This is an optimization exercise on Yosys and OpenROAD, whose aim is small area, a short achievable clock period and few clock cycles per item, not a production implementation.
Where RTL was checked, it was by simulation tests only, not by an equivalence proof against the original.
The RTL of run 1 was laid out without a check of its function.

## flow/design.v (module list and top-level ports; edited modules follow where they fit)
// module mult_ex: 3866 lines
module mult_ex #(
    parameter WIDTH = 32
) (
    input  logic            clk,
    input  logic            rst_n,
    input  logic[WIDTH-1:0] a,
    input  logic[WIDTH-1:0] b,
    output logic[WIDTH-1:0] lo,
    output logic[WIDTH-1:0] hi,
    input  logic           valid_in,
    output logic           ready_out,
    output logic           valid_out,
    input  logic           ready_in
);
  // ...
==> flow/flow/run.sh <==
#!/bin/bash
set -euo pipefail
sed '1s/-noshare /-noshare -noabc /' synth_recipe.tcl > flow_synth.tcl
grep -q -- '-noabc' flow_synth.tcl
bash standard.sh SYNTH_SCRIPT="$PWD/flow_synth.tcl" SETUP_SLACK_MARGIN=7.5 finish > standard_flow.log 2>&1
==> flow/standard.sh <==
#!/bin/bash
# synth_recipe.tcl (not shown) runs the flow's synth.tcl, then flattens the netlist and writes it again
# the make line also repeats each setting of config.mk as NAME=value (left out here)
make -C /OpenROAD-flow-scripts/flow DESIGN_CONFIG=/design/flow/config.mk WORK_HOME=/design/flow/orfs CLKGATE_MAP_FILE= SYNTH_SCRIPT=/design/flow/synth_recipe.tcl "${@:-finish}"
==> flow/config.mk <==
export PLATFORM = sky130hd
export DESIGN_NAME = mult_ex
export DESIGN_NICKNAME = mult_ex
export VERILOG_FILES = /design/flow/design.v
export SDC_FILE = /design/flow/constraint.sdc
export NUM_CORES = 4
export LEC_CHECK = 0
export ABC_CLOCK_PERIOD_IN_PS = 3000
export CAP_MARGIN = 20
export CORE_MARGIN = 2
export CORE_UTILIZATION = 40
export SLEW_MARGIN = 20
==> flow/constraint.sdc <==
create_clock -name core_clock -period 11.0 [get_ports {clk}]
set_input_delay 2.2000 -clock core_clock [delete_from_list [all_inputs] [get_ports {clk}]]
set_output_delay 2.2000 -clock core_clock [all_outputs]
set_load 0.01 [all_outputs]
==> out/results.ini, run 1 <==
[outcome]
status=finished clean

[logic_synthesis]
synth_largest_area_cell=fa_1
yosysTopAreaCellShare_pct=26.50
synth.distinct_cells=72

[global_routing]
grt_max_degree=107
gr-usage-met1_pct=36.99
grt_overflow=0

[worst_setup_path]
crit_path_max_incr_delay_ns=0.60
start_kind=register
worst-path-buf-inv=1
critPathCapture=m_c40_0
regToRegEndpoint=m_c40_0
cpLargestDelayFamily=adder cells
critical_path_class=register to register

[die]
dieWidth_um=301.9
dieArea_um2=91170
core_um2=88240
start_util_pct=40.24
well_tap_count=1165

[clock_tree]
cts_max_level=2
clkLatencyLatePin_ns=0.61
cts_setup_buffers=90
cts-root-buf=clkbuf_16

[sta]
report.final.slew_viol_count=0
relSlewSlack_pct=32.70
clock.fmax_ghz=0.2477
rsz0062_at_grt=true

[final_layout]
multi_input_area_share_pct=61.16
regArea_um2=9853
multi_input_cells=2379

[placement]
portBuffers=133
dpl.cell_count=4207

[route]
viasPerCell=6.196
wl_per_cell_um=29.82

==> inputs of run 2 (changes only) <==
--- a/flow/design.v
+++ b/flow/design.v
@@ -1805,96 +1805,129 @@
 logic m_c13_1;
 logic m_c14_0;
 logic m_c14_1;
 logic m_c15_0;
 logic m_c15_1;
 logic m_c16_0;
 logic m_c16_1;
 logic m_c17_0;
+logic m_c17_1;
+logic m_c17_2;
 logic m_c18_0;
 logic m_c18_1;
 logic m_c19_0;
 logic m_c19_1;
+logic m_c19_2;
 logic m_c20_0;
 logic m_c20_1;
+logic m_c20_2;
 logic m_c21_0;
 logic m_c21_1;
+logic m_c21_2;
 logic m_c22_0;
 logic m_c22_1;
+logic m_c22_2;
 logic m_c23_0;
 logic m_c23_1;
+logic m_c23_2;
 logic m_c24_0;
 logic m_c24_1;
+logic m_c24_2;
 logic m_c25_0;
 logic m_c25_1;
+logic m_c25_2;
 logic m_c26_0;
 logic m_c26_1;
 logic m_c26_2;
+logic m_c26_3;
 logic m_c27_0;
 logic m_c27_1;
+logic m_c27_2;
 logic m_c28_0;
 logic m_c28_1;
 logic m_c28_2;
+logic m_c28_3;
 logic m_c29_0;
 logic m_c29_1;
 logic m_c29_2;
+logic m_c29_3;
 logic m_c30_0;
 logic m_c30_1;
 logic m_c30_2;
+logic m_c30_3;
 logic m_c31_0;
 logic m_c31_1;
 logic m_c31_2;
+logic m_c31_3;
 logic m_c32_0;
 logic m_c32_1;
 logic m_c32_2;
+logic m_c32_3;
 logic m_c33_0;
 logic m_c33_1;
 logic m_c33_2;
+logic m_c33_3;
 logic m_c34_0;
 logic m_c34_1;
 logic m_c34_2;
+logic m_c34_3;
 logic m_c35_0;
 logic m_c35_1;
 logic m_c35_2;
+logic m_c35_3;
 logic m_c36_0;
 logic m_c36_1;
 logic m_c36_2;
+logic m_c36_3;
 logic m_c37_0;
 logic m_c37_1;
 logic m_c37_2;
+logic m_c37_3;
 logic m_c38_0;
 logic m_c38_1;
 logic m_c38_2;
+logic m_c38_3;
 logic m_c39_0;
 logic m_c39_1;
 logic m_c39_2;
+logic m_c39_3;
 logic m_c40_0;
 logic m_c40_1;
 logic m_c40_2;
+logic m_c40_3;
 logic m_c41_0;
 logic m_c41_1;
 logic m_c41_2;
+logic m_c41_3;
 logic m_c42_0;
 logic m_c42_1;
 logic m_c42_2;
+logic m_c42_3;
 logic m_c43_0;
 logic m_c43_1;
+logic m_c43_2;
 logic m_c44_0;
 logic m_c44_1;
+logic m_c44_2;
 logic m_c45_0;
 logic m_c45_1;
+logic m_c45_2;
 logic m_c46_0;
 logic m_c46_1;
+logic m_c46_2;
 logic m_c47_0;
 logic m_c47_1;
+logic m_c47_2;
 logic m_c48_0;
 logic m_c48_1;
+logic m_c48_2;
 logic m_c49_0;
 logic m_c49_1;
+logic m_c49_2;
 logic m_c50_0;
 logic m_c50_1;
 logic m_c51_0;
 logic m_c51_1;
 logic m_c52_0;
 logic m_c52_1;
 logic m_c53_0;
 logic m_c53_1;
@@ -3518,187 +3551,187 @@
 assign s1585 = s1447 ^ c1446;
 assign c1586 = s1447 & c1446;
 assign s1587 = s1449 ^ c1448;
 assign c1588 = s1449 & c1448;
 assign s1589 = s1451 ^ c1450;
 assign c1590 = s1451 & c1450;
 assign s1591 = s1453 ^ c1452;
 assign c1592 = s1453 & c1452;
-assign s1593 = s1467 ^ c1282 ^ c1466;
-assign c1594 = (s1467 & c1282) | (s1467 & c1466) | (c1282 & c1466);
-assign s1595 = s1469 ^ c1468;
-assign c1596 = s1469 & c1468;
-assign s1597 = s1471 ^ c1288 ^ c1470;
-assign c1598 = (s1471 & c1288) | (s1471 & c1470) | (c1288 & c1470);
-assign s1599 = s1473 ^ c1292 ^ c1472;
-assign c1600 = (s1473 & c1292) | (s1473 & c1472) | (c1292 & c1472);
-assign s1601 = s1475 ^ c1296 ^ c1474;
-assign c1602 = (s1475 & c1296) | (s1475 & c1474) | (c1296 & c1474);
-assign s1603 = s1477 ^ c1300 ^ c1476;
-assign c1604 = (s1477 & c1300) | (s1477 & c1476) | (c1300 & c1476);
-assign s1605 = s1479 ^ c1304 ^ c1478;
-assign c1606 = (s1479 & c1304) | (s1479 & c1478) | (c1304 & c1478);
-assign s1607 = s1481 ^ c1308 ^ c1480;
-assign c1608 = (s1481 & c1308) | (s1481 & c1480) | (c1308 & c1480);
-assign s1609 = s1483 ^ s1485 ^ c1482;
-assign c1610 = (s1483 & s1485) | (s1483 & c1482) | (s1485 & c1482);
-assign s1611 = s1487 ^ c1316 ^ c1484;
-assign c1612 = (s1487 & c1316) | (s1487 & c1484) | (c1316 & c1484);
-assign s1613 = s1489 ^ s1491 ^ c1488;
-assign c1614 = (s1489 & s1491) | (s1489 & c1488) | (s1491 & c1488);
-assign s1615 = s1493 ^ s1495 ^ c1490;
-assign c1616 = (s1493 & s1495) | (s1493 & c1490) | (s1495 & c1490);
-assign s1617 = s1497 ^ s1499 ^ c1494;
-assign c1618 = (s1497 & s1499) | (s1497 & c1494) | (s1499 & c1494);
-assign s1619 = s1501 ^ s1503 ^ c1498;
-assign c1620 = (s1501 & s1503) | (s1501 & c1498) | (s1503 & c1498);
-assign s1621 = s1505 ^ s1507 ^ c1502;
-assign c1622 = (s1505 & s1507) | (s1505 & c1502) | (s1507 & c1502);
-assign s1623 = s1509 ^ s1511 ^ c1506;
-assign c1624 = (s1509 & s1511) | (s1509 & c1506) | (s1511 & c1506);
-assign s1625 = s1513 ^ s1515 ^ c1510;
-assign c1626 = (s1513 & s1515) | (s1513 & c1510) | (s1515 & c1510);
-assign s1627 = s1517 ^ s1519 ^ c1514;
-assign c1628 = (s1517 & s1519) | (s1517 & c1514) | (s1519 & c1514);
-assign s1629 = s1521 ^ s1523 ^ c1518;
-assign c1630 = (s1521 & s1523) | (s1521 & c1518) | (s1523 & c1518);
-assign s1631 = s1525 ^ s1527 ^ c1522;
-assign c1632 = (s1525 & s1527) | (s1525 & c1522) | (s1527 & c1522);
-assign s1633 = s1529 ^ s1531 ^ c1526;
-assign c1634 = (s1529 & s1531) | (s1529 & c1526) | (s1531 & c1526);
-assign s1635 = s1533 ^ s1535 ^ c1530;
-assign c1636 = (s1533 & s1535) | (s1533 & c1530) | (s1535 & c1530);
-assign s1637 = s1537 ^ s1539 ^ c1534;
-assign c1638 = (s1537 & s1539) | (s1537 & c1534) | (s1539 & c1534);
-assign s1639 = s1541 ^ s1543 ^ c1538;
-assign c1640 = (s1541 & s1543) | (s1541 & c1538) | (s1543 & c1538);
-assign s1641 = s1545 ^ s1547 ^ c1542;
-assign c1642 = (s1545 & s1547) | (s1545 & c1542) | (s1547 & c1542);
-assign s1643 = s1549 ^ c1396 ^ c1546;
-assign c1644 = (s1549 & c1396) | (s1549 & c1546) | (c1396 & c1546);
-assign s1645 = s1551 ^ c1400 ^ c1550;
-assign c1646 = (s1551 & c1400) | (s1551 & c1550) | (c1400 & c1550);
-assign s1647 = s1553 ^ c1404 ^ c1552;
-assign c1648 = (s1553 & c1404) | (s1553 & c1552) | (c1404 & c1552);
-assign s1649 = s1555 ^ c1408 ^ c1554;
-assign c1650 = (s1555 & c1408) | (s1555 & c1554) | (c1408 & c1554);
-assign s1651 = s1557 ^ c1412 ^ c1556;
-assign c1652 = (s1557 & c1412) | (s1557 & c1556) | (c1412 & c1556);
-assign s1653 = s1559 ^ c1416 ^ c1558;
-assign c1654 = (s1559 & c1416) | (s1559 & c1558) | (c1416 & c1558);
-assign s1655 = s1561 ^ c1420 ^ c1560;
-assign c1656 = (s1561 & c1420) | (s1561 & c1560) | (c1420 & c1560);
-assign s1657 = s1563 ^ c1424 ^ c1562;
-assign c1658 = (s1563 & c1424) | (s1563 & c1562) | (c1424 & c1562);
-assign s1659 = s1565 ^ c1564;
-assign c1660 = s1565 & c1564;
-assign s1661 = s1567 ^ c1566;
-assign c1662 = s1567 & c1566;
-assign s1663 = s1569 ^ c1568;
-assign c1664 = s1569 & c1568;
-assign s1665 = s1571 ^ c1570;
-assign c1666 = s1571 & c1570;
-assign s1667 = s1573 ^ c1572;
-assign c1668 = s1573 & c1572;
-assign s1669 = s1575 ^ c1574;
-assign c1670 = s1575 & c1574;
-assign s1671 = s1577 ^ c1576;
-assign c1672 = s1577 & c1576;
-assign s1673 = s1579 ^ c1578;
-assign c1674 = s1579 & c1578;
-assign s1675 = s1581 ^ c1580;
-assign c1676 = s1581 & c1580;
-assign s1677 = s1583 ^ c1582;
-assign c1678 = s1583 & c1582;
-assign s1679 = s1585 ^ c1584;
-assign c1680 = s1585 & c1584;
-assign s1681 = s1587 ^ c1586;
-assign c1682 = s1587 & c1586;
-assign s1683 = s1589 ^ c1588;
-assign c1684 = s1589 & c1588;
-assign s1685 = s1591 ^ c1590;
-assign c1686 = s1591 & c1590;
-assign s1687 = m_c26_0 ^ m_c26_1 ^ m_c26_2;
-assign c1688 = (m_c26_0 & m_c26_1) | (m_c26_0 & m_c26_2) | (m_c26_1 & m_c26_2);
-assign s1689 = m_c27_0 ^ m_c27_1;
-assign c1690 = m_c27_0 & m_c27_1;
-assign s1691 = m_c28_0 ^ m_c28_1 ^ m_c28_2;
-assign c1692 = (m_c28_0 & m_c28_1) | (m_c28_0 & m_c28_2) | (m_c28_1 & m_c28_2);
-assign s1693 = m_c29_0 ^ m_c29_1 ^ m_c29_2;
-assign c1694 = (m_c29_0 & m_c29_1) | (m_c29_0 & m_c29_2) | (m_c29_1 & m_c29_2);
-assign s1695 = m_c30_0 ^ m_c30_1 ^ m_c30_2;
-assign c1696 = (m_c30_0 & m_c30_1) | (m_c30_0 & m_c30_2) | (m_c30_1 & m_c30_2);
-assign s1697 = m_c31_0 ^ m_c31_1 ^ m_c31_2;
-assign c1698 = (m_c31_0 & m_c31_1) | (m_c31_0 & m_c31_2) | (m_c31_1 & m_c31_2);
-assign s1699 = m_c32_0 ^ m_c32_1 ^ m_c32_2;
-assign c1700 = (m_c32_0 & m_c32_1) | (m_c32_0 & m_c32_2) | (m_c32_1 & m_c32_2);
-assign s1701 = m_c33_0 ^ m_c33_1 ^ m_c33_2;
-assign c1702 = (m_c33_0 & m_c33_1) | (m_c33_0 & m_c33_2) | (m_c33_1 & m_c33_2);
-assign s1703 = m_c34_0 ^ m_c34_1 ^ m_c34_2;
-assign c1704 = (m_c34_0 & m_c34_1) | (m_c34_0 & m_c34_2) | (m_c34_1 & m_c34_2);
-assign s1705 = m_c35_0 ^ m_c35_1 ^ m_c35_2;
-assign c1706 = (m_c35_0 & m_c35_1) | (m_c35_0 & m_c35_2) | (m_c35_1 & m_c35_2);
-assign s1707 = m_c36_0 ^ m_c36_1 ^ m_c36_2;
-assign c1708 = (m_c36_0 & m_c36_1) | (m_c36_0 & m_c36_2) | (m_c36_1 & m_c36_2);
-assign s1709 = m_c37_0 ^ m_c37_1 ^ m_c37_2;
-assign c1710 = (m_c37_0 & m_c37_1) | (m_c37_0 & m_c37_2) | (m_c37_1 & m_c37_2);
-assign s1711 = m_c38_0 ^ m_c38_1 ^ m_c38_2;
-assign c1712 = (m_c38_0 & m_c38_1) | (m_c38_0 & m_c38_2) | (m_c38_1 & m_c38_2);
-assign s1713 = m_c39_0 ^ m_c39_1 ^ m_c39_2;
-assign c1714 = (m_c39_0 & m_c39_1) | (m_c39_0 & m_c39_2) | (m_c39_1 & m_c39_2);
-assign s1715 = m_c40_0 ^ m_c40_1 ^ m_c40_2;
-assign c1716 = (m_c40_0 & m_c40_1) | (m_c40_0 & m_c40_2) | (m_c40_1 & m_c40_2);
-assign s1717 = m_c41_0 ^ m_c41_1 ^ m_c41_2;
-assign c1718 = (m_c41_0 & m_c41_1) | (m_c41_0 & m_c41_2) | (m_c41_1 & m_c41_2);
-assign s1719 = m_c42_0 ^ m_c42_1 ^ m_c42_2;
-assign c1720 = (m_c42_0 & m_c42_1) | (m_c42_0 & m_c42_2) | (m_c42_1 & m_c42_2);
-assign s1721 = m_c43_0 ^ m_c43_1;
-assign c1722 = m_c43_0 & m_c43_1;
-assign s1723 = m_c44_0 ^ m_c44_1;
-assign c1724 = m_c44_0 & m_c44_1;
-assign s1725 = m_c45_0 ^ m_c45_1;
-assign c1726 = m_c45_0 & m_c45_1;
-assign s1727 = m_c46_0 ^ m_c46_1;
-assign c1728 = m_c46_0 & m_c46_1;
-assign s1729 = m_c47_0 ^ m_c47_1;
-assign c1730 = m_c47_0 & m_c47_1;
-assign s1731 = m_c48_0 ^ m_c48_1;
-assign c1732 = m_c48_0 & m_c48_1;
-assign s1733 = m_c49_0 ^ m_c49_1;
-assign c1734 = m_c49_0 & m_c49_1;
-assign s1735 = m_c50_0 ^ m_c50_1;
-assign c1736 = m_c50_0 & m_c50_1;
-assign s1737 = m_c51_0 ^ m_c51_1;
-assign c1738 = m_c51_0 & m_c51_1;
-assign s1739 = m_c52_0 ^ m_c52_1;
-assign c1740 = m_c52_0 & m_c52_1;
-assign s1741 = m_c53_0 ^ m_c53_1;
-assign c1742 = m_c53_0 & m_c53_1;
-assign s1743 = m_c54_0 ^ m_c54_1;
-assign c1744 = m_c54_0 & m_c54_1;
-assign s1745 = m_c55_0 ^ m_c55_1;
-assign c1746 = m_c55_0 & m_c55_1;
-assign s1747 = m_c56_0 ^ m_c56_1;
-assign c1748 = m_c56_0 & m_c56_1;
-assign s1749 = m_c57_0 ^ m_c57_1;
-assign c1750 = m_c57_0 & m_c57_1;
-assign s1751 = m_c58_0 ^ m_c58_1;
-assign c1752 = m_c58_0 & m_c58_1;
-assign s1753 = m_c59_0 ^ m_c59_1;
-assign c1754 = m_c59_0 & m_c59_1;
-assign s1755 = m_c60_0 ^ m_c60_1;
-assign c1756 = m_c60_0 & m_c60_1;
-assign s1757 = m_c61_0 ^ m_c61_1;
-assign c1758 = m_c61_0 & m_c61_1;
-assign s1759 = m_c62_0 ^ m_c62_1;
-assign c1760 = m_c62_0 & m_c62_1;
-assign s1761 = m_c63_0 ^ m_c63_1;
-assign c1762 = m_c63_0 & m_c63_1;
-assign res = {s1761, s1759, s1757, s1755, s1753, s1751, s1749, s1747, s1745, s1743, s1741, s1739, s1737, s1735, s1733, s1731, s1729, s1727, s1725, s1723, s1721, s1719, s1717, s1715, s1713, s1711, s1709, s1707, s1705, s1703, s1701, s1699, s1697, s1695, s1693, s1691, s1689, s1687, m_c25_0, m_c24_0, m_c23_0, m_c22_0, m_c21_0, m_c20_0, m_c19_0, m_c18_0, m_c17_0, m_c16_0, m_c15_0, m_c14_0, m_c13_0, m_c12_0, m_c11_0, m_c10_0, m_c9_0, m_c8_0, m_c7_0, m_c6_0, m_c5_0, m_c4_0, m_c3_0, m_c2_0, m_c1_0, m_c0_0} + {c1760, c1758, c1756, c1754, c1752, c1750, c1748, c1746, c1744, c1742, c1740, c1738, c1736, c1734, c1732, c1730, c1728, c1726, c1724, c1722, c1720, c1718, c1716, c1714, c1712, c1710, c1708, c1706, c1704, c1702, c1700, c1698, c1696, c1694, c1692, c1690, c1688, 1'b0, m_c25_1, m_c24_1, m_c23_1, m_c22_1, m_c21_1, m_c20_1, m_c19_1, m_c18_1, 1'b0, m_c16_1, m_c15_1, m_c14_1, m_c13_1, m_c12_1, 1'b0, m_c10_1, m_c9_1, m_c8_1, 1'b0, m_c6_1, m_c5_1, 1'b0, m_c3_1, 1'b0, 1'b0, m_c0_1};
+assign s1593 = m_c17_0 ^ m_c17_1 ^ m_c17_2;
+assign c1594 = (m_c17_0 & m_c17_1) | (m_c17_0 & m_c17_2) | (m_c17_1 & m_c17_2);
+assign s1595 = m_c18_0 ^ m_c18_1;
+assign c1596 = m_c18_0 & m_c18_1;
+assign s1597 = m_c19_0 ^ m_c19_1 ^ m_c19_2;
+assign c1598 = (m_c19_0 & m_c19_1) | (m_c19_0 & m_c19_2) | (m_c19_1 & m_c19_2);
+assign s1599 = m_c20_0 ^ m_c20_1 ^ m_c20_2;
+assign c1600 = (m_c20_0 & m_c20_1) | (m_c20_0 & m_c20_2) | (m_c20_1 & m_c20_2);
+assign s1601 = m_c21_0 ^ m_c21_1 ^ m_c21_2;
+assign c1602 = (m_c21_0 & m_c21_1) | (m_c21_0 & m_c21_2) | (m_c21_1 & m_c21_2);
+assign s1603 = m_c22_0 ^ m_c22_1 ^ m_c22_2;
+assign c1604 = (m_c22_0 & m_c22_1) | (m_c22_0 & m_c22_2) | (m_c22_1 & m_c22_2);
+assign s1605 = m_c23_0 ^ m_c23_1 ^ m_c23_2;
+assign c1606 = (m_c23_0 & m_c23_1) | (m_c23_0 & m_c23_2) | (m_c23_1 & m_c23_2);
+assign s1607 = m_c24_0 ^ m_c24_1 ^ m_c24_2;
+assign c1608 = (m_c24_0 & m_c24_1) | (m_c24_0 & m_c24_2) | (m_c24_1 & m_c24_2);
+assign s1609 = m_c25_0 ^ m_c25_1 ^ m_c25_2;
+assign c1610 = (m_c25_0 & m_c25_1) | (m_c25_0 & m_c25_2) | (m_c25_1 & m_c25_2);
+assign s1611 = m_c26_0 ^ m_c26_1 ^ m_c26_2;
+assign c1612 = (m_c26_0 & m_c26_1) | (m_c26_0 & m_c26_2) | (m_c26_1 & m_c26_2);
+assign s1613 = m_c27_0 ^ m_c27_1 ^ m_c27_2;
+assign c1614 = (m_c27_0 & m_c27_1) | (m_c27_0 & m_c27_2) | (m_c27_1 & m_c27_2);
+assign s1615 = m_c28_0 ^ m_c28_1 ^ m_c28_2;
+assign c1616 = (m_c28_0 & m_c28_1) | (m_c28_0 & m_c28_2) | (m_c28_1 & m_c28_2);
+assign s1617 = m_c29_0 ^ m_c29_1 ^ m_c29_2;
+assign c1618 = (m_c29_0 & m_c29_1) | (m_c29_0 & m_c29_2) | (m_c29_1 & m_c29_2);
+assign s1619 = m_c30_0 ^ m_c30_1 ^ m_c30_2;
+assign c1620 = (m_c30_0 & m_c30_1) | (m_c30_0 & m_c30_2) | (m_c30_1 & m_c30_2);
+assign s1621 = m_c31_0 ^ m_c31_1 ^ m_c31_2;
+assign c1622 = (m_c31_0 & m_c31_1) | (m_c31_0 & m_c31_2) | (m_c31_1 & m_c31_2);
+assign s1623 = m_c32_0 ^ m_c32_1 ^ m_c32_2;
+assign c1624 = (m_c32_0 & m_c32_1) | (m_c32_0 & m_c32_2) | (m_c32_1 & m_c32_2);
+assign s1625 = m_c33_0 ^ m_c33_1 ^ m_c33_2;
+assign c1626 = (m_c33_0 & m_c33_1) | (m_c33_0 & m_c33_2) | (m_c33_1 & m_c33_2);
+assign s1627 = m_c34_0 ^ m_c34_1 ^ m_c34_2;
+assign c1628 = (m_c34_0 & m_c34_1) | (m_c34_0 & m_c34_2) | (m_c34_1 & m_c34_2);
+assign s1629 = m_c35_0 ^ m_c35_1 ^ m_c35_2;
+assign c1630 = (m_c35_0 & m_c35_1) | (m_c35_0 & m_c35_2) | (m_c35_1 & m_c35_2);
+assign s1631 = m_c36_0 ^ m_c36_1 ^ m_c36_2;
+assign c1632 = (m_c36_0 & m_c36_1) | (m_c36_0 & m_c36_2) | (m_c36_1 & m_c36_2);
+assign s1633 = m_c37_0 ^ m_c37_1 ^ m_c37_2;
+assign c1634 = (m_c37_0 & m_c37_1) | (m_c37_0 & m_c37_2) | (m_c37_1 & m_c37_2);
+assign s1635 = m_c38_0 ^ m_c38_1 ^ m_c38_2;
+assign c1636 = (m_c38_0 & m_c38_1) | (m_c38_0 & m_c38_2) | (m_c38_1 & m_c38_2);
+assign s1637 = m_c39_0 ^ m_c39_1 ^ m_c39_2;
+assign c1638 = (m_c39_0 & m_c39_1) | (m_c39_0 & m_c39_2) | (m_c39_1 & m_c39_2);
+assign s1639 = m_c40_0 ^ m_c40_1 ^ m_c40_2;
+assign c1640 = (m_c40_0 & m_c40_1) | (m_c40_0 & m_c40_2) | (m_c40_1 & m_c40_2);
+assign s1641 = m_c41_0 ^ m_c41_1 ^ m_c41_2;
+assign c1642 = (m_c41_0 & m_c41_1) | (m_c41_0 & m_c41_2) | (m_c41_1 & m_c41_2);
+assign s1643 = m_c42_0 ^ m_c42_1 ^ m_c42_2;
+assign c1644 = (m_c42_0 & m_c42_1) | (m_c42_0 & m_c42_2) | (m_c42_1 & m_c42_2);
+assign s1645 = m_c43_0 ^ m_c43_1 ^ m_c43_2;
+assign c1646 = (m_c43_0 & m_c43_1) | (m_c43_0 & m_c43_2) | (m_c43_1 & m_c43_2);
+assign s1647 = m_c44_0 ^ m_c44_1 ^ m_c44_2;
+assign c1648 = (m_c44_0 & m_c44_1) | (m_c44_0 & m_c44_2) | (m_c44_1 & m_c44_2);
+assign s1649 = m_c45_0 ^ m_c45_1 ^ m_c45_2;
+assign c1650 = (m_c45_0 & m_c45_1) | (m_c45_0 & m_c45_2) | (m_c45_1 & m_c45_2);
+assign s1651 = m_c46_0 ^ m_c46_1 ^ m_c46_2;
+assign c1652 = (m_c46_0 & m_c46_1) | (m_c46_0 & m_c46_2) | (m_c46_1 & m_c46_2);
+assign s1653 = m_c47_0 ^ m_c47_1 ^ m_c47_2;
+assign c1654 = (m_c47_0 & m_c47_1) | (m_c47_0 & m_c47_2) | (m_c47_1 & m_c47_2);
+assign s1655 = m_c48_0 ^ m_c48_1 ^ m_c48_2;
+assign c1656 = (m_c48_0 & m_c48_1) | (m_c48_0 & m_c48_2) | (m_c48_1 & m_c48_2);
+assign s1657 = m_c49_0 ^ m_c49_1 ^ m_c49_2;
+assign c1658 = (m_c49_0 & m_c49_1) | (m_c49_0 & m_c49_2) | (m_c49_1 & m_c49_2);
+assign s1659 = m_c50_0 ^ m_c50_1;
+assign c1660 = m_c50_0 & m_c50_1;
+assign s1661 = m_c51_0 ^ m_c51_1;
+assign c1662 = m_c51_0 & m_c51_1;
+assign s1663 = m_c52_0 ^ m_c52_1;
+assign c1664 = m_c52_0 & m_c52_1;
+assign s1665 = m_c53_0 ^ m_c53_1;
+assign c1666 = m_c53_0 & m_c53_1;
+assign s1667 = m_c54_0 ^ m_c54_1;
+assign c1668 = m_c54_0 & m_c54_1;
+assign s1669 = m_c55_0 ^ m_c55_1;
+assign c1670 = m_c55_0 & m_c55_1;
+assign s1671 = m_c56_0 ^ m_c56_1;
+assign c1672 = m_c56_0 & m_c56_1;
+assign s1673 = m_c57_0 ^ m_c57_1;
+assign c1674 = m_c57_0 & m_c57_1;
+assign s1675 = m_c58_0 ^ m_c58_1;
+assign c1676 = m_c58_0 & m_c58_1;
+assign s1677 = m_c59_0 ^ m_c59_1;
+assign c1678 = m_c59_0 & m_c59_1;
+assign s1679 = m_c60_0 ^ m_c60_1;
+assign c1680 = m_c60_0 & m_c60_1;
+assign s1681 = m_c61_0 ^ m_c61_1;
+assign c1682 = m_c61_0 & m_c61_1;
+assign s1683 = m_c62_0 ^ m_c62_1;
+assign c1684 = m_c62_0 & m_c62_1;
+assign s1685 = m_c63_0 ^ m_c63_1;
+assign c1686 = m_c63_0 & m_c63_1;
+assign s1687 = s1611 ^ m_c26_3 ^ c1610;
+assign c1688 = (s1611 & m_c26_3) | (s1611 & c1610) | (m_c26_3 & c1610);
+assign s1689 = s1613 ^ c1612;
+assign c1690 = s1613 & c1612;
+assign s1691 = s1615 ^ m_c28_3 ^ c1614;
+assign c1692 = (s1615 & m_c28_3) | (s1615 & c1614) | (m_c28_3 & c1614);
+assign s1693 = s1617 ^ m_c29_3 ^ c1616;
+assign c1694 = (s1617 & m_c29_3) | (s1617 & c1616) | (m_c29_3 & c1616);
+assign s1695 = s1619 ^ m_c30_3 ^ c1618;
+assign c1696 = (s1619 & m_c30_3) | (s1619 & c1618) | (m_c30_3 & c1618);
+assign s1697 = s1621 ^ m_c31_3 ^ c1620;
+assign c1698 = (s1621 & m_c31_3) | (s1621 & c1620) | (m_c31_3 & c1620);
+assign s1699 = s1623 ^ m_c32_3 ^ c1622;
+assign c1700 = (s1623 & m_c32_3) | (s1623 & c1622) | (m_c32_3 & c1622);
+assign s1701 = s1625 ^ m_c33_3 ^ c1624;
+assign c1702 = (s1625 & m_c33_3) | (s1625 & c1624) | (m_c33_3 & c1624);
+assign s1703 = s1627 ^ m_c34_3 ^ c1626;
+assign c1704 = (s1627 & m_c34_3) | (s1627 & c1626) | (m_c34_3 & c1626);
+assign s1705 = s1629 ^ m_c35_3 ^ c1628;
+assign c1706 = (s1629 & m_c35_3) | (s1629 & c1628) | (m_c35_3 & c1628);
+assign s1707 = s1631 ^ m_c36_3 ^ c1630;
+assign c1708 = (s1631 & m_c36_3) | (s1631 & c1630) | (m_c36_3 & c1630);
+assign s1709 = s1633 ^ m_c37_3 ^ c1632;
+assign c1710 = (s1633 & m_c37_3) | (s1633 & c1632) | (m_c37_3 & c1632);
+assign s1711 = s1635 ^ m_c38_3 ^ c1634;
+assign c1712 = (s1635 & m_c38_3) | (s1635 & c1634) | (m_c38_3 & c1634);
+assign s1713 = s1637 ^ m_c39_3 ^ c1636;
+assign c1714 = (s1637 & m_c39_3) | (s1637 & c1636) | (m_c39_3 & c1636);
+assign s1715 = s1639 ^ m_c40_3 ^ c1638;
+assign c1716 = (s1639 & m_c40_3) | (s1639 & c1638) | (m_c40_3 & c1638);
+assign s1717 = s1641 ^ m_c41_3 ^ c1640;
+assign c1718 = (s1641 & m_c41_3) | (s1641 & c1640) | (m_c41_3 & c1640);
+assign s1719 = s1643 ^ m_c42_3 ^ c1642;
+assign c1720 = (s1643 & m_c42_3) | (s1643 & c1642) | (m_c42_3 & c1642);
+assign s1721 = s1645 ^ c1644;
+assign c1722 = s1645 & c1644;
+assign s1723 = s1647 ^ c1646;
+assign c1724 = s1647 & c1646;
+assign s1725 = s1649 ^ c1648;
+assign c1726 = s1649 & c1648;
+assign s1727 = s1651 ^ c1650;
+assign c1728 = s1651 & c1650;
+assign s1729 = s1653 ^ c1652;
+assign c1730 = s1653 & c1652;
+assign s1731 = s1655 ^ c1654;
+assign c1732 = s1655 & c1654;
+assign s1733 = s1657 ^ c1656;
+assign c1734 = s1657 & c1656;
+assign s1735 = s1659 ^ c1658;
+assign c1736 = s1659 & c1658;
+assign s1737 = s1661 ^ c1660;
+assign c1738 = s1661 & c1660;
+assign s1739 = s1663 ^ c1662;
+assign c1740 = s1663 & c1662;
+assign s1741 = s1665 ^ c1664;
+assign c1742 = s1665 & c1664;
+assign s1743 = s1667 ^ c1666;
+assign c1744 = s1667 & c1666;
+assign s1745 = s1669 ^ c1668;
+assign c1746 = s1669 & c1668;
+assign s1747 = s1671 ^ c1670;
+assign c1748 = s1671 & c1670;
+assign s1749 = s1673 ^ c1672;
+assign c1750 = s1673 & c1672;
+assign s1751 = s1675 ^ c1674;
+assign c1752 = s1675 & c1674;
+assign s1753 = s1677 ^ c1676;
+assign c1754 = s1677 & c1676;
+assign s1755 = s1679 ^ c1678;
+assign c1756 = s1679 & c1678;
+assign s1757 = s1681 ^ c1680;
+assign c1758 = s1681 & c1680;
+assign s1759 = s1683 ^ c1682;
+assign c1760 = s1683 & c1682;
+assign s1761 = s1685 ^ c1684;
+assign c1762 = s1685 & c1684;
+assign res = {s1761, s1759, s1757, s1755, s1753, s1751, s1749, s1747, s1745, s1743, s1741, s1739, s1737, s1735, s1733, s1731, s1729, s1727, s1725, s1723, s1721, s1719, s1717, s1715, s1713, s1711, s1709, s1707, s1705, s1703, s1701, s1699, s1697, s1695, s1693, s1691, s1689, s1687, s1609, s1607, s1605, s1603, s1601, s1599, s1597, s1595, s1593, m_c16_0, m_c15_0, m_c14_0, m_c13_0, m_c12_0, m_c11_0, m_c10_0, m_c9_0, m_c8_0, m_c7_0, m_c6_0, m_c5_0, m_c4_0, m_c3_0, m_c2_0, m_c1_0, m_c0_0} + {c1760, c1758, c1756, c1754, c1752, c1750, c1748, c1746, c1744, c1742, c1740, c1738, c1736, c1734, c1732, c1730, c1728, c1726, c1724, c1722, c1720, c1718, c1716, c1714, c1712, c1710, c1708, c1706, c1704, c1702, c1700, c1698, c1696, c1694, c1692, c1690, c1688, 1'b0, c1608, c1606, c1604, c1602, c1600, c1598, c1596, c1594, 1'b0, m_c16_1, m_c15_1, m_c14_1, m_c13_1, m_c12_1, 1'b0, m_c10_1, m_c9_1, m_c8_1, 1'b0, m_c6_1, m_c5_1, 1'b0, m_c3_1, 1'b0, 1'b0, m_c0_1};
 always_ff @(posedge clk, negedge rst_n) begin
     if (!rst_n) begin
         v0 <= 1'b0;
         v1 <= 1'b0;
         sv <= 1'b0;
         head_v <= 1'b0;
     end else begin
         if (adv) begin
@@ -3743,124 +3776,157 @@
         m_c13_0 <= s1459;
         m_c13_1 <= c1458;
         m_c14_0 <= s1461;
         m_c14_1 <= c1460;
         m_c15_0 <= s1463;
         m_c15_1 <= c1462;
         m_c16_0 <= s1465;
         m_c16_1 <= c1464;
-        m_c17_0 <= s1593;
-        m_c18_0 <= s1595;
-        m_c18_1 <= c1594;
-        m_c19_0 <= s1597;
-        m_c19_1 <= c1596;
-        m_c20_0 <= s1599;
-        m_c20_1 <= c1598;
-        m_c21_0 <= s1601;
-        m_c21_1 <= c1600;
-        m_c22_0 <= s1603;
-        m_c22_1 <= c1602;
-        m_c23_0 <= s1605;
-        m_c23_1 <= c1604;
-        m_c24_0 <= s1607;
-        m_c24_1 <= c1606;
-        m_c25_0 <= s1609;
-        m_c25_1 <= c1608;
-        m_c26_0 <= s1611;
-        m_c26_1 <= c1486;
-        m_c26_2 <= c1610;
-        m_c27_0 <= s1613;
-        m_c27_1 <= c1612;
-        m_c28_0 <= s1615;
-        m_c28_1 <= c1492;
-        m_c28_2 <= c1614;
-        m_c29_0 <= s1617;
-        m_c29_1 <= c1496;
-        m_c29_2 <= c1616;
-        m_c30_0 <= s1619;
-        m_c30_1 <= c1500;
-        m_c30_2 <= c1618;
-        m_c31_0 <= s1621;
-        m_c31_1 <= c1504;
-        m_c31_2 <= c1620;
-        m_c32_0 <= s1623;
-        m_c32_1 <= c1508;
-        m_c32_2 <= c1622;
-        m_c33_0 <= s1625;
-        m_c33_1 <= c1512;
-        m_c33_2 <= c1624;
-        m_c34_0 <= s1627;
-        m_c34_1 <= c1516;
-        m_c34_2 <= c1626;
-        m_c35_0 <= s1629;
-        m_c35_1 <= c1520;
-        m_c35_2 <= c1628;
-        m_c36_0 <= s1631;
-        m_c36_1 <= c1524;
-        m_c36_2 <= c1630;
-        m_c37_0 <= s1633;
-        m_c37_1 <= c1528;
-        m_c37_2 <= c1632;
-        m_c38_0 <= s1635;
-        m_c38_1 <= c1532;
-        m_c38_2 <= c1634;
-        m_c39_0 <= s1637;
-        m_c39_1 <= c1536;
-        m_c39_2 <= c1636;
-        m_c40_0 <= s1639;
-        m_c40_1 <= c1540;
-        m_c40_2 <= c1638;
-        m_c41_0 <= s1641;
-        m_c41_1 <= c1544;
-        m_c41_2 <= c1640;
-        m_c42_0 <= s1643;
-        m_c42_1 <= c1548;
-        m_c42_2 <= c1642;
-        m_c43_0 <= s1645;
-        m_c43_1 <= c1644;
-        m_c44_0 <= s1647;
-        m_c44_1 <= c1646;
-        m_c45_0 <= s1649;
-        m_c45_1 <= c1648;
-        m_c46_0 <= s1651;
-        m_c46_1 <= c1650;
-        m_c47_0 <= s1653;
-        m_c47_1 <= c1652;
-        m_c48_0 <= s1655;
-        m_c48_1 <= c1654;
-        m_c49_0 <= s1657;
-        m_c49_1 <= c1656;
-        m_c50_0 <= s1659;
-        m_c50_1 <= c1658;
-        m_c51_0 <= s1661;
-        m_c51_1 <= c1660;
-        m_c52_0 <= s1663;
-        m_c52_1 <= c1662;
-        m_c53_0 <= s1665;
-        m_c53_1 <= c1664;
-        m_c54_0 <= s1667;
-        m_c54_1 <= c1666;
-        m_c55_0 <= s1669;
-        m_c55_1 <= c1668;
-        m_c56_0 <= s1671;
-        m_c56_1 <= c1670;
-        m_c57_0 <= s1673;
-        m_c57_1 <= c1672;
-        m_c58_0 <= s1675;
-        m_c58_1 <= c1674;
-        m_c59_0 <= s1677;
-        m_c59_1 <= c1676;
-        m_c60_0 <= s1679;
-        m_c60_1 <= c1678;
-        m_c61_0 <= s1681;
-        m_c61_1 <= c1680;
-        m_c62_0 <= s1683;
-        m_c62_1 <= c1682;
-        m_c63_0 <= s1685;
-        m_c63_1 <= c1684;
+        m_c17_0 <= s1467;
+        m_c17_1 <= c1282;
+        m_c17_2 <= c1466;
+        m_c18_0 <= s1469;
+        m_c18_1 <= c1468;
+        m_c19_0 <= s1471;
+        m_c19_1 <= c1288;
+        m_c19_2 <= c1470;
+        m_c20_0 <= s1473;
+        m_c20_1 <= c1292;
+        m_c20_2 <= c1472;
+        m_c21_0 <= s1475;
+        m_c21_1 <= c1296;
+        m_c21_2 <= c1474;
+        m_c22_0 <= s1477;
+        m_c22_1 <= c1300;
+        m_c22_2 <= c1476;
+        m_c23_0 <= s1479;
+        m_c23_1 <= c1304;
+        m_c23_2 <= c1478;
+        m_c24_0 <= s1481;
+        m_c24_1 <= c1308;
+        m_c24_2 <= c1480;
+        m_c25_0 <= s1483;
+        m_c25_1 <= s1485;
+        m_c25_2 <= c1482;
+        m_c26_0 <= s1487;
+        m_c26_1 <= c1316;
+        m_c26_2 <= c1484;
+        m_c26_3 <= c1486;
+        m_c27_0 <= s1489;
+        m_c27_1 <= s1491;
+        m_c27_2 <= c1488;
+        m_c28_0 <= s1493;
+        m_c28_1 <= s1495;
+        m_c28_2 <= c1490;
+        m_c28_3 <= c1492;
+        m_c29_0 <= s1497;
+        m_c29_1 <= s1499;
+        m_c29_2 <= c1494;
+        m_c29_3 <= c1496;
+        m_c30_0 <= s1501;
+        m_c30_1 <= s1503;
+        m_c30_2 <= c1498;
+        m_c30_3 <= c1500;
+        m_c31_0 <= s1505;
+        m_c31_1 <= s1507;
+        m_c31_2 <= c1502;
+        m_c31_3 <= c1504;
+        m_c32_0 <= s1509;
+        m_c32_1 <= s1511;
+        m_c32_2 <= c1506;
+        m_c32_3 <= c1508;
+        m_c33_0 <= s1513;
+        m_c33_1 <= s1515;
+        m_c33_2 <= c1510;
+        m_c33_3 <= c1512;
+        m_c34_0 <= s1517;
+        m_c34_1 <= s1519;
+        m_c34_2 <= c1514;
+        m_c34_3 <= c1516;
+        m_c35_0 <= s1521;
+        m_c35_1 <= s1523;
+        m_c35_2 <= c1518;
+        m_c35_3 <= c1520;
+        m_c36_0 <= s1525;
+        m_c36_1 <= s1527;
+        m_c36_2 <= c1522;
+        m_c36_3 <= c1524;
+        m_c37_0 <= s1529;
+        m_c37_1 <= s1531;
+        m_c37_2 <= c1526;
+        m_c37_3 <= c1528;
+        m_c38_0 <= s1533;
+        m_c38_1 <= s1535;
+        m_c38_2 <= c1530;
+        m_c38_3 <= c1532;
+        m_c39_0 <= s1537;
+        m_c39_1 <= s1539;
+        m_c39_2 <= c1534;
+        m_c39_3 <= c1536;
+        m_c40_0 <= s1541;
+        m_c40_1 <= s1543;
+        m_c40_2 <= c1538;
+        m_c40_3 <= c1540;
+        m_c41_0 <= s1545;
+        m_c41_1 <= s1547;
+        m_c41_2 <= c1542;
+        m_c41_3 <= c1544;
+        m_c42_0 <= s1549;
+        m_c42_1 <= c1396;
+        m_c42_2 <= c1546;
+        m_c42_3 <= c1548;
+        m_c43_0 <= s1551;
+        m_c43_1 <= c1400;
+        m_c43_2 <= c1550;
+        m_c44_0 <= s1553;
+        m_c44_1 <= c1404;
+        m_c44_2 <= c1552;
+        m_c45_0 <= s1555;
+        m_c45_1 <= c1408;
+        m_c45_2 <= c1554;
+        m_c46_0 <= s1557;
+        m_c46_1 <= c1412;
+        m_c46_2 <= c1556;
+        m_c47_0 <= s1559;
+        m_c47_1 <= c1416;
+        m_c47_2 <= c1558;
+        m_c48_0 <= s1561;
+        m_c48_1 <= c1420;
+        m_c48_2 <= c1560;
+        m_c49_0 <= s1563;
+        m_c49_1 <= c1424;
+        m_c49_2 <= c1562;
+        m_c50_0 <= s1565;
+        m_c50_1 <= c1564;
+        m_c51_0 <= s1567;
+        m_c51_1 <= c1566;
+        m_c52_0 <= s1569;
+        m_c52_1 <= c1568;
+        m_c53_0 <= s1571;
+        m_c53_1 <= c1570;
+        m_c54_0 <= s1573;
+        m_c54_1 <= c1572;
+        m_c55_0 <= s1575;
+        m_c55_1 <= c1574;
+        m_c56_0 <= s1577;
+        m_c56_1 <= c1576;
+        m_c57_0 <= s1579;
+        m_c57_1 <= c1578;
+        m_c58_0 <= s1581;
+        m_c58_1 <= c1580;
+        m_c59_0 <= s1583;
+        m_c59_1 <= c1582;
+        m_c60_0 <= s1585;
+        m_c60_1 <= c1584;
+        m_c61_0 <= s1587;
+        m_c61_1 <= c1586;
+        m_c62_0 <= s1589;
+        m_c62_1 <= c1588;
+        m_c63_0 <= s1591;
+        m_c63_1 <= c1590;
     end
     if (!sv)
         skid <= res;
     if (!head_v || ready_in)
         head <= sv ? skid : res;
 end
 endmodule
==> flow/flow/run.sh (replaced) <==
#!/bin/bash
set -euo pipefail
bash standard.sh SETUP_SLACK_MARGIN=7.3 finish > standard_flow.log 2>&1
==> run 2 against run 1 <==
  * Sequential cell count grew 33
  * Critical path depth rose by 5
  * Largest cell class unchanged
  * Fmax grew 1.9%
  * Cell count is 7.4% higher
==> out/results.ini, run 2 <==
[sta]
min_period_ns=3.964  ; was 4.037 ns
fin_ws_ns=7.036  ; was 6.963 ns
rsz0062_at_grt=true  ; unchanged
final-setup-viol-count=0  ; unchanged
finalSetupTns_ns=0  ; unchanged
finClkSkew_ns=0.02084  ; was 0.02771 ns
worst_pin_slew_ns=0.8227  ; was 1.009 ns
report.final.slew_viol_count=0  ; unchanged
period_share_pct=36.03  ; was 36.70%
relSlewSlack_pct=45.15  ; was 32.70%
final_hold_viol_count=0  ; unchanged
clock.fmax_ghz=0.2523  ; was 0.2477 GHz

[die]
die_h_um=311.2  ; was 301.9 um
dieArea_um2=96840  ; was 91170 um2
fp-row-count=112  ; was 109
start_util_pct=40.38  ; was 40.24%
dieWidth_um=311.2  ; was 301.9 um
ios=134  ; unchanged
core_um2=93470  ; was 88240 um2

[logic_synthesis]
synth-compound-area-share_pct=14.51  ; was 15.36%
synth_edf_count=315  ; was 282
synth_area_um2=37750  ; was 35510 um2
synthTopCellsByCount=a22oi_1 (496), fa_1 (465), inv_1 (407)  ; was xnor2_1 (512), a22oi_1 (496), fa_1 (470)
synth-xor-area-share_pct=13.83  ; was 14.50%
yosysWarnings=1  ; unchanged
synth_fp_nets=4195  ; was 3869
async_reset_ff_share_pct=1.044  ; was 1.143%
synthFlopType=edfxtp_1  ; unchanged
synth_seq_cells=383  ; was 350
synth_most_common_cell=a22oi_1  ; was xnor2_1
synthAdderAreaFrac_pct=30.10  ; was 32.81%
syn_area_per_cell_um2=10.79  ; was 11.27 um2
synth_top_family_by_area=adder cells  ; unchanged
seq_area_frac_synth_pct=28.72  ; was 27.74%
synth_area_leaders=edfxtp_1 (25%), fa_1 (25%), a22oi_1 (9.9%), xnor2_1 (7.6%), xor2_1 (6.2%)  ; was fa_1 (26%), edfxtp_1 (24%), xnor2_1 (13%), a22oi_1 (10%), ha_1 (6.3%)
yosysTopAreaCellShare_pct=25.06  ; was 26.50%
synth_largest_area_cell=edfxtp_1  ; was fa_1
netlist_instances=3498  ; was 3152
synth-simple-area-share_pct=4.757  ; was 4.863%
synthMuxAreaShare_pct=0.3481  ; was 0.2149%
synth.distinct_cells=81  ; was 72

[final_layout]
finish.net_count=4176  ; was 3960
top_regs=head x64, skid x64, a_r x32  ; unchanged
layout.cells.non_filler=4770  ; was 4442
layout.cells.most_common=a22oi_1  ; was xnor2_1
diodes=0  ; was 1
drive_above_1_share_pct=10.30  ; was 33.39%
final_cell_mix=a22oi_1 (495), fa_1 (453), inv_1 (405), xnor2_1 (325), edfxtp_1 (315)  ; was xnor2_1 (324), fa_1 (323), a22oi_2 (310), edfxtp_1 (282), a22oi_1 (186)
syn2layout_area_growth_pct=13.62  ; was 30.07%

[placement]
place.gp.congestion=0.8742  ; was 0.9291
dp.final_hpwl_mm=75.32  ; was 73.93 mm
portBuffers=133  ; unchanged
place_ws_ns=6.468  ; was 6.176 ns
dpl.cell_count=4635  ; was 4207

[route]
drcViolationCount=0  ; unchanged
vias=27511  ; was 27523
wl_per_cell_um=25.56  ; was 29.82 um
drtPass1Iterations=9  ; was 6
drtAntennaViolNets=0  ; unchanged
first_iter_violations=3192  ; was 2972
viasPerCell=5.768  ; was 6.196
drt_wl_total_mm=121.9  ; was 132.5 mm

[clock_tree]
cts_buffer_depth=3  ; unchanged
cts.clk_slew.worst_paths_ns=0.06  ; about the same
cts-root-buf=clkbuf_16  ; unchanged
clock_sinks=383  ; was 350
clkLatencyLatePin_ns=0.61  ; about the same
cts_tree=yes  ; unchanged
cts_max_level=2  ; unchanged
cts_made_buffers=47  ; was 42

[worst_setup_path]
cp.required_ns=11.35  ; was 11.33 ns
crit_slowest_cell=fa_1  ; was fa_2
rr_startpoint=m_c28_1  ; was e_one[6]
regToRegEndpoint=head[57]  ; was m_c40_0
crit_path_max_fanout=5  ; was 32
cp_cell_sequence=fa_1 > inv_1 > fa_1 > inv_2 > ha_4 > a21o_4 > a31oi_2 > o221ai_4 > o211ai_1 > nand3_2 > a41oi_2 > xor2_2 > o21ai_1  ; was buf_8 > a22oi_2 > xnor2_1 > fa_1 > fa_1 > fa_1 > fa_2 > fa_2
cp.arrival_ns=4.31  ; was 4.36 ns
r2r_setup_slack_ns=7.04  ; was 6.96 ns
cp-end-kind=register  ; unchanged
start_kind=register  ; unchanged
crit_path_max_incr_delay_ns=0.54  ; was 0.60 ns
cpMostUsedCell=fa_1  ; unchanged
critical_path_class=register to register  ; unchanged
reg2reg_depth=13  ; was 8

[worst_hold_path]
whs_endpoint=skid[47]  ; was skid[54]
min_from=skid[47]  ; was skid[54]
hold_depth=2  ; unchanged
worstHoldPathType=register to register  ; unchanged

[global_routing]
grt_max_degree=81  ; was 107
grt_pass1_vias=28520  ; was 29168
grt_overflow=0  ; unchanged
grt_pass1_wl_mm=183.3  ; was 190.7 mm
antenna_found_initial=7  ; was 8
grt_usage_pct=24.90  ; was 28.28%

[outcome]
status=finished clean  ; unchanged

[job]
maxCapViolCount=0  ; unchanged

## run 2: worst max-delay path: cells and delay by family (launching register included)
kind	cells	cell delay (ns)
AO/OA/AOI/OAI	6	1.48
AND/OR/NAND/NOR	1	0.23
adder cells (fa/ha/maj)	3	1.29
buffers and inverters	2	0.10
flip-flops	1	0.39
XOR/XNOR	1	0.20
## run 2: worst max-delay path by stage
stage	start	end	slack [ns]	cells after the start
2_1_floorplan	sv	ready_out	7.08	3
3_3_place_gp	m_c28_0	head[61]	6.49	13
3_5_place_dp	e_neg[14]	m_c45_0	6.47	7
4_1_cts	m_c28_1	head[59]	7.08	15
5_1_grt	m_c28_1	head[57]	6.99	13
6_report	m_c28_1	head[57]	7.04	13
## run 2: kinds of logic (layout without fill, tap and decap cells)
group                      after synthesis  after routing
and+or+nand+nor                        358            358
muxes                                   12             12
adders and majority gates              629            629
DFF                                    383            383
xor gates and xnor gates               596            596
buffers and inverters                  748            766
AOI/OAI and AO/OA                      772            772
## run 2: per-stage QoR
step	util [%]	hold WS [ns]	instance area (um2)
floorplan	-	0.4117	37790
global placement	42.73	0.4373	39940
detailed placement	42.73	0.4406	39940
CTS	45.23	0.4543	42280
global route	45.88	0.4678	42890
finish	45.88	0.4498	42890
## run 2: timing repair
item / in CTS / in global routing
gates cloned: 2 / 1
hold buffers: 0 / 0
gates resized for setup: 184 / 125
setup endpoints to repair: 312 / 102
setup buffers: 27 / 19
pin swaps: 41 / 30
hold endpoints to repair: 0 / 0
## run 2: cell type report
class / count / area (um2)
Multi-Input combinational cell: 2367 / 24700
Inverter: 414 / 1615
Clock buffer: 60 / 1286
Timing Repair inverter: 3 / 28.78
Tap cell: 1254 / 1569
Fill cell: 8678 / 50580
Timing Repair Buffer: 263 / 2547
Sequential cell: 383 / 10840
Clock inverter: 26 / 290.3
## run 2: routing by layer
metal | up-vias | GRT usage [%] | wire (um)
met4 | 8 | 10.53 | 5557
li1 | 11767 | - | -
met3 | 410 | 8.478 | 15160
met5 | - | 0 | 55
met1 | 13643 | 33.32 | 49500
met2 | 1683 | 36.74 | 51670
Testbench counts of run 2, summed over its fixed seeds: cycles 2,072, items 2,048.

port drivers added, routing unchanged:
How much do the figures lean on ideal ports? The routed layouts below were timed once more, with nothing changed but the port constraints. Step 1 sets driving cells, clkbuf_16 on the clock port and buf_2 on the other inputs (assumed; they add their load-dependent delay and slew). Step 2 moves the port delays by t, midway between the first and last clock arrival at a register: inputs arrive t later, outputs are due t later. That takes back most of the time a late clock gives input paths. a / b / c = no drivers / after step 1 / after step 2; a / b = the first two.
run	t (ns)	slack for setup (ns)	hold slack, ns
run 1	0.668	6.963 / 6.963 / 6.963	0.453 / 0.453 / 0.453
run 2	0.667	7.036 / 7.036 / 7.031	0.450 / 0.450 / 0.450
After both steps every run listed still meets setup and hold. For run 2, which loses most, drivers alone change the setup slack by 0.000 ns; drivers and shift together by -0.005 ns.
